Context: an optimization exercise on an open-source flow, tuned for small area. The choices shown serve that exercise and are no tape-out recipe. Only simulation tests tie the RTL to the original design; equivalence was not proved. Power figures rest on the tool's default switching activity, not on a simulated workload.

==> 10-15: inputs <==
Design Processor, start of the top module:
module Processor(
    input  clock,
    input  reset,
    input  [4:0] Interrupts,             
    input  NMI,                          
    input  [31:0] DataMem_In,
    input  DataMem_Ready,
    output DataMem_Read,
    output [3:0]  DataMem_Write,         
    output [29:0] DataMem_Address,       
    output [31:0] DataMem_Out,
    input  [31:0] InstMem_In,
    output [29:0] InstMem_Address,       
    input  InstMem_Ready,
    output InstMem_Read,
    output [7:0] IP                      
    );
    wire [31:0] Instruction;
    wire [5:0]  OpCode = Instruction[31:26];
    wire [4:0]  Rs = Instruction[25:21];
    wire [4:0]  Rt = Instruction[20:16];
    wire [4:0]  Rd = Instruction[15:11];
    wire [5:0]  Funct = Instruction[5:0];
    wire [15:0] Immediate = Instruction[15:0];
    wire [25:0] JumpAddress = Instruction[25:0];
    wire [2:0]  Cp0_Sel = Instruction[2:0];
    wire IF_Stall, IF_Flush;
    wire IF_EXC_AdIF;
    wire IF_Exception_Stall;
    wire IF_Exception_Flush;
    wire IF_IsBDS;
    wire [31:0] IF_PCAdd4, IF_PC_PreExc, IF_PCIn, IF_PCOut, IF_Instruction;
    wire ID_Stall;
    wire [1:0] ID_PCSrc;
    wire [1:0] ID_RsFwdSel, ID_RtFwdSel;
    wire ID_Link, ID_Movn, ID_Movz;
    wire ID_SignExtend;
    wire ID_LLSC;
    wire ID_RegDst, ID_ALUSrcImm, ID_MemWrite, ID_MemRead, ID_MemByte, ID_MemHalf, ID_MemSignExtend, ID_RegWrite, ID_MemtoReg;
    wire [4:0] ID_ALUOp;
    wire ID_Mfc0, ID_Mtc0, ID_Eret;
    wire ID_NextIsDelay;
    wire ID_CanErr, ID_ID_CanErr, ID_EX_CanErr, ID_M_CanErr;
    wire ID_KernelMode;
    wire ID_ReverseEndian;
    wire ID_Trap, ID_TrapCond;
    wire ID_EXC_Sys, ID_EXC_Bp, ID_EXC_RI;
    wire ID_Exception_Stall;
    wire ID_Exception_Flush;
    wire ID_PCSrc_Exc;
    wire [31:0] ID_ExceptionPC;
    wire ID_CP1, ID_CP2, ID_CP3;
    wire [31:0] ID_PCAdd4;
    wire [31:0] ID_ReadData1_RF, ID_ReadData1_End;
    wire [31:0] ID_ReadData2_RF, ID_ReadData2_End;
    wire [31:0] CP0_RegOut;
    wire ID_CmpEQ, ID_CmpGZ, ID_CmpLZ, ID_CmpGEZ, ID_CmpLEZ;
    wire [29:0] ID_SignExtImm = (ID_SignExtend & Immediate[15]) ? {14'h3FFF, Immediate} : {14'h0000, Immediate};
    wire [31:0] ID_ImmLeftShift2 = {ID_SignExtImm[29:0], 2'b00};
    wire [31:0] ID_JumpAddress = {ID_PCAdd4[31:28], JumpAddress[25:0], 2'b00};
    wire [31:0] ID_BranchAddress;
    wire [31:0] ID_RestartPC;
  ...
Settings: LEC_CHECK=0, CAP_MARGIN=10, CORE_MARGIN=2, CORE_UTILIZATION=40, CTS_CLUSTER_DIAMETER=80, CTS_CLUSTER_SIZE=24, SLEW_MARGIN=10; clock period 25.0 ns.
run.sh (not shown) runs the stock make flow with config.mk's settings and CLKGATE_MAP_FILE= SYNTH_SCRIPT=/design/flow/synth_recipe.tcl, a recipe that flattens the netlist after the stock synthesis.
==> inputs of 03-12, as changes to 10-15 <==
==> flow/flow/run.sh (new file) <==
#!/bin/bash
set -euo pipefail
export CTS_ARGS="-sink_clustering_enable -repair_clock_nets -dont_use_dummy_load -sink_clustering_size 24 -sink_clustering_max_diameter 80"
export BUFFER_PORTS_ARGS="-buffer_cell sky130_fd_sc_hd__buf_1"
bash standard.sh > flow_standard.log 2>&1
==> flow/standard.sh (new file) <==
#!/bin/bash
# synth_recipe.tcl (not shown) runs the flow's synth.tcl, then flattens the netlist and writes it again
# the make line also repeats each setting of config.mk as NAME=value (left out here)
make -C /OpenROAD-flow-scripts/flow DESIGN_CONFIG=/design/flow/config.mk WORK_HOME=/design/flow/orfs CLKGATE_MAP_FILE= SYNTH_SCRIPT=/design/flow/synth_recipe.tcl "${@:-finish}"
removed: flow/run.sh
==> comparison table <==
metric                                                                10-15            03-12
Crit-path max FO                                                         65               79
Placed wire-length estimate after detailed placement              327700 um        326100 um
Req. time, crit path                                               25790 ps         25690 ps
Placed Instance Area                                             0.1138 mm2       0.1127 mm2
Launching point of the worst reg2reg path                  MEMWB.WB_RtRd[3]  EXMEM.M_RtRd[4]
Non-filler instance count after layout                                13340            13270
Worst Reg2Reg Path Length in Cells                                       56               58
Headroom to the max-slew limit                                       8.331%           4.069%
Worst-case clock skew                                              61.69 ps         118.7 ps
Static Leak                                                        41.44 nW         40.56 nW
# diodes                                                                 23               28
Cts bufs inserted                                                       111              114
Wire length on met1                                               176800 um        179300 um
Status                                             timing/DRC/antenna clean  timing/DRC/antenna clean
Met2 layer wire length in the routed design                       202300 um        204700 um
Total Routed Length                                               491000 um        491300 um
CP bufs+invs                                                              7                8
Origin of the worst setup path                             MEMWB.WB_RtRd[3]  EXMEM.M_RtRd[4]
Share of cell area taken by flip-flops and latches                   44.15%           44.89%
Worst hold start                                      IDEX.EX_ReverseEndian    IFID.ID_IsBDS
Post-Route Utilization                                               44.30%           43.56%

* * *

==> v34 <==
Another version of the RTL of Processor (not shown whole).
Design Processor, start of the top module:
module Processor(
    input  clock,
    input  reset,
    input  [4:0] Interrupts,             
    input  NMI,                          
    input  [31:0] DataMem_In,
    input  DataMem_Ready,
    output DataMem_Read,
    output [3:0]  DataMem_Write,         
    output [29:0] DataMem_Address,       
    output [31:0] DataMem_Out,
    input  [31:0] InstMem_In,
    output [29:0] InstMem_Address,       
    input  InstMem_Ready,
    output InstMem_Read,
    output [7:0] IP                      
    );
make LEC_CHECK=0 CAP_MARGIN=20 CORE_MARGIN=2 CORE_UTILIZATION=55 CTS_BUF_LIST=sky130_fd_sc_hd__clkbuf_4 SLEW_MARGIN=20 finish   # period 25.0 ns
Stock flow here: none of the scripts above is used.
==> inputs of v12, as changes to v34 <==
- CORE_UTILIZATION: 55 -> 40
- CTS_BUF_LIST: sky130_fd_sc_hd__clkbuf_4 -> default
==> summary of the runs <==
- Against v34, the clock-buffer cell count of v12 is lower by 522.
- Sequential power is about the same in v34 and v12.
- Of v12 and v34, v12 has the higher register-to-register slack (gap 1.1 ns).
- Synthesized cell count is the same in v12 and v34.
- Of v34 and v12, v12 has the higher cell count (gap 2.7%, measured against v12).
- In v34 the critical path depth is lower than in v12, by 4.
- v12 produced a clean layout. v34 produced a clean layout.
- Of v12 and v34, v12 has the higher clock power (gap about 7%, measured against v34).
==> figures <==
metric	v34	v12
Number of antenna violations at the first check in global routing	51	61
Static Leak	44.5 nW	43.8 nW
Worst Reg-to-Reg Cells	57	61
Data-path buffer share of cell area in the final layout	4.51%	4.40%
Initial core utilization	55.3%	40.2%
Overall power of the completed layout	18.2 mW	18.3 mW
Area inside the core boundary	0.195 mm²	0.268 mm²
Total power divided by cell area	151 mW/mm²	150 mW/mm²
Routed vias	96700	92800
Max H-tree Level	6	4
Run status	complete, no violations	complete, no violations
Period utilization	89.1%	84.8%
Cell type of the slowest stage on the worst timing path	o21ai_1	edfxtp_1
Data arrival time of the critical path	23.59 ns	21.91 ns
Wire length of the first global-routing pass	705 mm	726 mm
Tap cell instance count	2624	3552

separate check: timing with driven ports:
No port has a modelled driver above. Below, the same layouts with a new extraction and two added sets of constraints.
Step 1 (the two cells are an assumption about what drives the block):
set clk [get_ports {clock}]
set_driving_cell -lib_cell sky130_fd_sc_hd__clkbuf_16 $clk
set_driving_cell -lib_cell sky130_fd_sc_hd__buf_2 [delete_from_list [all_inputs] $clk]
Step 2 adds t to the input delays and takes it off the output delays; t is the mean of the earliest and latest rising clock arrival at the registers after step 1. Input paths then give back, and output paths get back, about the clock's delay inside the block.
Three values: no drivers, after step 1, after step 2; two values: the first two.
run | t, ns | slack for setup (ns) | worst slew at a driven data input, ns
10-15 | 0.923 | 3.166 / 3.166 / 3.166 | 0.06
03-12 | 0.878 | 3.164 / 3.164 / 3.164 | 0.17
v34 | 1.493 | 2.714 / 2.714 / 2.714 | 0.07
v12 | 0.998 | 3.803 / 3.803 / 3.803 | 0.20
After both steps setup and hold are still met in every run listed.
